From an optimization exercise on the open Yosys and OpenROAD flow, aimed at small area and a short achievable clock period; shortcuts taken in it are not production practice. The RTL was checked by simulation tests, not by an equivalence proof against the original design.

$ cat config.mk
export PLATFORM = sky130hd
export DESIGN_NAME = vfpu
export DESIGN_NICKNAME = vfpu
export VERILOG_FILES = /design/flow/design.v
export SDC_FILE = /design/flow/constraint.sdc
export NUM_CORES = 4
export LEC_CHECK = 0
export CAP_MARGIN = 20
export CORE_MARGIN = 2
export CORE_UTILIZATION = 30
export PLACE_DENSITY = 0.45
export SLEW_MARGIN = 20
$ cat constraint.sdc
create_clock -name core_clock -period 22.0 [get_ports {clk}]
set_input_delay 4.4000 -clock core_clock [delete_from_list [all_inputs] [get_ports {clk}]]
set_output_delay 4.4000 -clock core_clock [all_outputs]
set_load 0.01 [all_outputs]
$ cat design.v
module fp_mac (
    input  logic [31:0] a,
    input  logic [31:0] b,
    input  logic [31:0] c,
    output logic [31:0] z
);
    localparam W = 77;
    logic        sa, sb, sc, sp;
    logic  [7:0] ea, eb, ec;
    logic        a_zero, b_zero, c_zero, a_inf, b_inf, c_inf;
    logic        prod_zero, prod_inf;
    logic [23:0] ma, mb, mc;
    logic [47:0] prod;
    assign sa = a[31];
    assign sb = b[31];
    assign sc = c[31];
    assign ea = a[30:23];
    assign eb = b[30:23];
    assign ec = c[30:23];
    assign sp = sa ^ sb;
    assign a_zero = (ea == 8'd0);
    assign b_zero = (eb == 8'd0);
    assign c_zero = (ec == 8'd0);
    assign a_inf  = (ea == 8'hff);
    assign b_inf  = (eb == 8'hff);
    assign c_inf  = (ec == 8'hff);
    assign prod_zero = a_zero | b_zero;
    assign prod_inf  = a_inf | b_inf;
    assign ma = {1'b1, a[22:0]};
    assign mb = {1'b1, b[22:0]};
    assign mc = c_zero ? 24'd0 : {1'b1, c[22:0]};
    assign prod = ma * mb;
    logic signed [10:0] c_pos;
    logic      [W-1:0] pw, cw;
    logic signed [11:0] base;
    logic        [47:0] c_wide;
    logic               c_sticky;
    logic               p_sticky;
    logic         [7:0] rsh;
    assign c_pos = $signed({3'b0, ec}) - $signed({3'b0, ea}) - $signed({3'b0, eb}) + 11'sd152;
    always_comb begin
        c_sticky = 1'b0;
        p_sticky = 1'b0;
        c_wide   = '0;
        rsh      = '0;
        base     = $signed({4'b0, ea}) + $signed({4'b0, eb}) - 12'sd175;
        if (c_pos > 11'sd52) begin
            cw       = {1'b0, mc, 52'd0};
            p_sticky = 1'b1;
            base     = $signed({4'b0, ec}) - 12'sd75;
        end
        else if (c_pos >= 11'sd0) begin
            cw = {53'd0, mc} << c_pos[5:0];
        end
        else begin
            rsh      = (c_pos < -11'sd30) ? 8'd30 : 8'(-c_pos);
            c_wide   = {mc, 24'd0} >> rsh;
            cw       = {53'd0, c_wide[47:24]};
            c_sticky = |c_wide[23:0];
            cw[0]    = cw[0] | c_sticky;
        end
        pw = p_sticky ? {{(W-1){1'b0}}, 1'b1} : {27'd0, prod, 2'd0};
    end
    logic         eff_sub;
    logic [W:0]   diff;
    logic [W-1:0] mag;
    logic         s_res;
    assign eff_sub = sp ^ sc;
    assign diff    = {1'b0, pw} - {1'b0, cw};
    always_comb begin
        if (!eff_sub) begin
            mag   = pw + cw;
            s_res = sp;
        end
        else if (diff[W]) begin
            mag   = cw - pw;
            s_res = sc;
        end
        else begin
            mag   = diff[W-1:0];
            s_res = sp;
        end
    end
    logic   [6:0] lead;
    logic [W-1:0] norm;
    always_comb begin
        lead = '0;
        for (int i = 0; i < W; i++) begin
            if (mag[i]) lead = 7'(i);
        end
    end
    assign norm = mag << (7'd76 - lead);
    logic [23:0] mant;
    logic        guard, sticky, inc;
    logic [24:0] mant_r;
    logic signed [11:0] exp_b, exp_r;
    assign mant   = norm[76:53];
    assign guard  = norm[52];
    assign sticky = |norm[51:0];
    assign inc    = guard & (sticky | mant[0]);
    assign mant_r = {1'b0, mant} + 25'(inc);
    assign exp_b = base + $signed({5'b0, lead});
    assign exp_r = mant_r[24] ? exp_b + 12'sd1 : exp_b;
    logic [31:0] z_gen;
    always_comb begin
        if (mag == '0)
            z_gen = 32'h0;
        else if (exp_r >= 12'sd255)
            z_gen = {s_res, 8'hff, 23'd0};
        else if (exp_r <= 12'sd0)
            z_gen = 32'h0;
        else
            z_gen = {s_res, exp_r[7:0], mant_r[24] ? mant_r[23:1] : mant_r[22:0]};
    end
    always_comb begin
        if ((prod_inf && prod_zero) || (prod_inf && c_inf && (sp != sc)))
            z = 32'h7fc00000;
        else if (prod_inf)
            z = {sp, 8'hff, 23'd0};
        else if (c_inf)
            z = {sc, 8'hff, 23'd0};
        else if (prod_zero)
            z = c_zero ? {sp & sc, 31'd0} : c;
        else
            z = z_gen;
    end
endmodule
module DW_fp_mac_DG_inst_pipe #(
    parameter SIG_WIDTH       = 23,
    parameter EXP_WIDTH       = 8,
    parameter IEEE_COMPLIANCE = 0,
	parameter NUM_STAGES      = 4
) (
    input  logic                         inst_clk,
    input  logic [SIG_WIDTH+EXP_WIDTH:0] inst_a,
    input  logic [SIG_WIDTH+EXP_WIDTH:0] inst_b,
    input  logic [SIG_WIDTH+EXP_WIDTH:0] inst_c,
    input  logic                         inst_DG_ctrl,
    output logic [SIG_WIDTH+EXP_WIDTH:0] z_inst
);
    logic [SIG_WIDTH+EXP_WIDTH:0] inst_a_reg;
    logic [SIG_WIDTH+EXP_WIDTH:0] inst_b_reg;
    logic [SIG_WIDTH+EXP_WIDTH:0] inst_c_reg;
    logic [SIG_WIDTH+EXP_WIDTH:0] z_inst_pipe1, z_inst_pipe2, z_inst_pipe3, z_inst_pipe4;
    logic [SIG_WIDTH+EXP_WIDTH:0] z_inst_internal;
    fp_mac fp_mac_inst (
        .a              ( inst_a_reg           ),
        .b              ( inst_b_reg           ),
        .c              ( inst_c_reg           ),
        .z              ( z_inst_internal      )
    );
    always @(posedge inst_clk) begin
        inst_a_reg       <= inst_a;
        inst_b_reg       <= inst_b;
        inst_c_reg       <= inst_c;
        z_inst_pipe1 <= z_inst_internal;
        z_inst_pipe2 <= z_inst_pipe1;
        z_inst_pipe3 <= z_inst_pipe2;
        z_inst_pipe4 <= z_inst_pipe3;
    end
    assign z_inst = (NUM_STAGES == 5) ? z_inst_pipe4 :
                    (NUM_STAGES == 4) ? z_inst_pipe3 :
                    (NUM_STAGES == 3) ? z_inst_pipe2 : z_inst_pipe1;
endmodule
module vfpu #(
    parameter SIG_WIDTH       = 23,
    parameter EXP_WIDTH       = 8,
    parameter IEEE_COMPLIANCE = 0,
    parameter VECTOR_LANES    = 2,
    parameter NUM_STAGES      = 3,
    parameter DATA_WIDTH      = SIG_WIDTH + EXP_WIDTH + 1
) (
    input  logic                                 clk,
    input  logic                                 en,
    input  logic [VECTOR_LANES*DATA_WIDTH-1:0]   vec_a,
    input  logic [VECTOR_LANES*DATA_WIDTH-1:0]   vec_b,
    input  logic [VECTOR_LANES*DATA_WIDTH-1:0]   vec_c,
    input  logic              [4:0]              opcode,
    input  logic              [2:0]              funct,
    output logic [VECTOR_LANES*DATA_WIDTH-1:0]   vec_out
);
    for (genvar i = 0; i < VECTOR_LANES; i = i + 1) begin
        logic [DATA_WIDTH-1:0] inst_a;
        logic [DATA_WIDTH-1:0] inst_b;
        logic [DATA_WIDTH-1:0] inst_c;
        logic [DATA_WIDTH-1:0] b_neg;
        logic [DATA_WIDTH-1:0] c_neg;
        logic [DATA_WIDTH-1:0] va, vb, vc;
        logic [DATA_WIDTH-1:0] one;
        logic  [EXP_WIDTH-1:0] one_exp;
        logic  [SIG_WIDTH-1:0] one_sig;
        assign va = vec_a[i*DATA_WIDTH +: DATA_WIDTH];
        assign vb = vec_b[i*DATA_WIDTH +: DATA_WIDTH];
        assign vc = vec_c[i*DATA_WIDTH +: DATA_WIDTH];
        assign one_exp = ((1 << (EXP_WIDTH-1)) - 1);
        assign one_sig = 0;
        assign one = {1'b0, one_exp, one_sig};  
        assign b_neg = {~vb[DATA_WIDTH-1], vb[DATA_WIDTH-2:0]};
        assign c_neg = {~vc[DATA_WIDTH-1], vc[DATA_WIDTH-2:0]};
        assign inst_a = (funct == 3'b101) ? vec_a[0 +: DATA_WIDTH] : va;
        always_comb begin
            case (opcode)
                5'b00000:
                begin
                    inst_b = one;
                    inst_c = vb;
                end
                5'b00001:
                begin
                    inst_b = one;
                    inst_c = b_neg;
                end
                5'b00010:
                begin
                    inst_b = vb;
                    inst_c = 32'b0;
                end
                5'b00101:
                begin
                    inst_b = vb;
                    inst_c = c_neg;
                end
                5'b00110:
                begin
                    inst_b = b_neg;
                    inst_c = c_neg;
                end
                5'b00111:
                begin
                    inst_b = b_neg;
                    inst_c = vc;
                end
                default:
                begin
                    inst_b = vb;
                    inst_c = vc;
                end
            endcase
        end
        DW_fp_mac_DG_inst_pipe #(
            .SIG_WIDTH      ( SIG_WIDTH       ),
            .EXP_WIDTH      ( EXP_WIDTH       ),
            .IEEE_COMPLIANCE( IEEE_COMPLIANCE ),
            .NUM_STAGES     ( NUM_STAGES      )
        ) U1 (
            .inst_clk       ( clk             ),
            .inst_a         ( inst_a          ),
            .inst_b         ( inst_b          ),
            .inst_c         ( inst_c          ),
            .inst_DG_ctrl   ( en              ),
            .z_inst         ( vec_out[i*DATA_WIDTH +: DATA_WIDTH] )
        );
    end
endmodule
$ cat run.sh
#!/bin/bash
# synth_recipe.tcl (not shown) runs the flow's synth.tcl, then flattens the netlist and writes it again
# the make line also repeats each setting of config.mk as NAME=value (left out here)
make -C /OpenROAD-flow-scripts/flow DESIGN_CONFIG=/design/flow/config.mk WORK_HOME=/design/flow/orfs CLKGATE_MAP_FILE= SYNTH_SCRIPT=/design/flow/synth_recipe.tcl finish
==> reports/qor.yml <==
status:
  outcome: "timing/DRC/antenna clean"
placed_design:
  place.port_buffers: 264
  routabilityCongestion: 1.00
  hpwl_um: 426000
  pre_cts_slack_ns: -0.139
grt:
  grt_overflow: 0
  antenna_found_initial: 38
  grt_max_degree: 88
  met1_usage: 0.416
  grt_pass1_vias: 103100
  gr-usage-met2: 0.447
  grt_busiest_layer: "met2"
  grtUsageMet3: 0.0431
  grt_use_total: 0.297
  grt_pass1_wl_um: 746000
detailed_routing:
  viasPerCell: 5.79
  ant_nets: 0
  drc_errors: 0
  totalWireLength_um: 518000
  drt-wirelength-per-cell_um: 28.4
  drt_iter0_drc: 12165
  vias: 105678
  first_pass_iters: 9
finish:
  syn_to_final_growth_pct: 14.2
  fin_nets: 15663
  drive_above_1_share: 0.117
  fillers: 36031
logic_synthesis:
  synthTopCellsByArea: "fa_1, ha_1, dfxtp_1"
  ys_seq_area_frac: 0.0637
  synth-seq-cells: 320
  netlist_area_um2: 101000
  async_flop_share: 0
  yosysWarnings: 3
  synth_common_cells: "inv_1, nand2_1, nor2_1"
  netlist_instances: 13362
  yosysMostFrequentCell: "inv_1"
  synth_top_cell_by_area: "fa_1"
  synth_cell_types: 136
  synth_top_area_frac: 0.194
  synth_edf_count: 0
  ys.flop_type: "dfxtp_1"
  syn_nets: 15282
  avgSynthCellArea_um2: 7.53
setup_path:
  slowest_delay_ns: 0.56
  r2r_cells: 93
  path_buf_inv: 19
  start_kind: "flop"
  path_class: "flop to flop"
  cp.required_ns: 22.59
  cp_slowest_cell: "fa_1"
  timing.rr.start: "genblk1[1].U1.inst_a_reg[7]"
  crit_fanout: 32
  critPathArrivalTime_ns: 21.38
  r2r_end: "genblk1[1].U1.z_inst_pipe1[24]"
  crit_path_frequent_cell: "buf_4"
  regToRegSetupSlack_ns: 1.20
  crit_family: "compound AO/OA/AOI/OAI gates"
  end_kind: "flop"
timing:
  fin_ws_ns: 1.20
  fin_crit_sh: 0.945
  max-slew-margin-rel: 0.169
  setup_violations: 0
  rsz0062_at_grt: "no"
  tns_ns: 0
  drv_slew: 0
  finalHoldViolCount: 0
  fin_worst_skew_ns: 0.0484
  tightest_slew_ns: 1.23
  fmax_mhz: 48.1
  final.min_clock_period_ns: 20.80
cts:
  path_clk_slew_ns: 0.06
  clk_latency_ns: 0.73
  ctsHtreeMaxLevel: 2
  cts_sinks: 320
  cts-root-buf: "clkbuf_16"
  cts_buffers: 47
  max-clock-path-buffers: 3
  cts_tree: "done"
hold_path:
  worstHoldStart: "genblk1[0].U1.z_inst_pipe1[9]"
  whs_path_depth: 0
  min_to: "genblk1[0].U1.z_inst_pipe2[9]"
  hold_path.class: "flop to flop"
floorplan:
  start_util: 0.301
  core-area_um2: 334000
  design.die.area_um2: 340000
  die_h_um: 583
  io-pin-count: 266
  die_w_um: 583
  rows: 212
job:
  cap_violations: 0
## cells by family (layout without fill, tap and decap cells)
| group | Yosys count | in the layout | synth area share |
|---|---|---|---|
| fa+ha+maj | 1718 | 1718 | 0.286 |
| xor+xnor | 331 | 331 | 0.0291 |
| compound gates | 3329 | 3330 | 0.229 |
| other cells | 0 | 77 | 0 |
| mux | 586 | 586 | 0.0747 |
| simple gates | 4615 | 4615 | 0.221 |
| flops | 320 | 320 | 0.0637 |
| buf+inv | 2463 | 2881 | 0.0953 |
## final cells by class
type	instances	area [um^2]	area share
timing repair buffer	1158	9620	0.0837
clock buffer	53	1240	0.0108
antenna	77	193	0.00168
tap	4387	5490	0.0478
sequential	320	6420	0.0559
multi-input combinational	10580	85300	0.742
clock inverter	34	519	0.00452
inverter	1636	6140	0.0534
## worst reg2reg max path: cells and delay by family, from the launching register on
| family | cells | cell delay [ns] |
|---|---|---|
| AND/OR/NAND/NOR | 28 | 5.27 |
| buffers and inverters | 19 | 3.13 |
| adder cells (fa/ha/maj) | 11 | 4.12 |
| multiplexers | 2 | 0.65 |
| AO/OA/AOI/OAI | 31 | 6.65 |
| XOR/XNOR | 2 | 0.32 |
| flip-flops | 1 | 0.51 |
## cell usage in the layout (no fill, tap or decap), types with 105 or more instances in the layout
cell type,instances
inv_1,1619
nand2_1,1504
nor2_1,1000
fa_1,973
buf_4,870
a21oi_1,753
ha_1,734
and2_1,560
o21ai_0,516
nand3_1,308
dfxtp_1,308
nor3_1,307
mux2i_1,287
clkdlybuf4s50_1,264
xnor2_1,227
a21o_1,205
mux2_2,179
a211oi_1,168
nand4_1,146
o211ai_1,138
o21bai_1,120
o22ai_1,116
or3_1,115
mux4_2,112
a31oi_1,112
nor2b_1,105
## worst max-delay path by stage
stage | from | end | slack, ns | cells after the start
2_1_floorplan | genblk1[1].U1.inst_a_reg[9] | genblk1[1].U1.z_inst_pipe1[17] | 2.03 | 98
3_3_place_gp | genblk1[1].U1.inst_b_reg[0] | genblk1[1].U1.z_inst_pipe1[24] | -0.16 | 90
3_5_place_dp | genblk1[1].U1.inst_b_reg[0] | genblk1[1].U1.z_inst_pipe1[24] | -0.14 | 90
4_1_cts | genblk1[1].U1.inst_b_reg[0] | genblk1[1].U1.z_inst_pipe1[24] | 0.19 | 93
5_1_grt | genblk1[1].U1.inst_a_reg[7] | genblk1[1].U1.z_inst_pipe1[24] | 0.002 | 101
6_report | genblk1[1].U1.inst_a_reg[7] | genblk1[1].U1.z_inst_pipe1[24] | 1.20 | 93
## per-layer routing
metal / share of wire / routed length, um
met1: 0.44 / 228000
met2: 0.42 / 219000
met3: 0.081 / 41700
met4: 0.055 / 28500
met5: 0.00010 / 52
## per-stage QoR
step / utilization / hold slack [ns] / instances / cell area [um^2]
floorplan: - / 0.310 / 13362 / 101000
global placement: 0.337 / 0.313 / 18073 / 113000
detailed placement: 0.337 / 0.312 / 18073 / 113000
CTS: 0.343 / 0.325 / 18161 / 114000
global route: 0.344 / 0.324 / 18236 / 115000
finish: 0.344 / 0.324 / 18245 / 115000
## repair_timing
item | in CTS | in global routing
gates resized for setup | 2 | 98
endpoints found under the setup margin | 32 | 64
pin swaps | 1 | 8
hold buffers | 0 | 0
setup buffers | 1 | 5
gates cloned | 0 | 1

## re-timing with driven ports
The flow's constraints put no driver on any port. The routed layout listed below was extracted and timed again, unchanged, in two steps.
Step 1 sets driving cells, clkbuf_16 on the clock port and buf_2 on the other inputs (assumed; they add their load-dependent delay and slew).
Step 2 moves the port delays by t, midway between the first and last clock arrival at a register: inputs arrive t later, outputs are due t later. That takes back most of the time a late clock gives input paths.
Three values: ideal ports, drivers, drivers and shift; two values: the first two.
t, ns: 0.815
slack for setup (ns): 1.204 / 1.204 / 1.204
latest minus earliest clock arrival (ns): 0.051 / 0.051
worst slew at a driven data input, ns: 0.08
pins driven straight from the clock port: 1
After both steps setup and hold are still met in this run. The setup slack of this run moves by 0.000 ns with the drivers and by 0.000 ns with both steps.
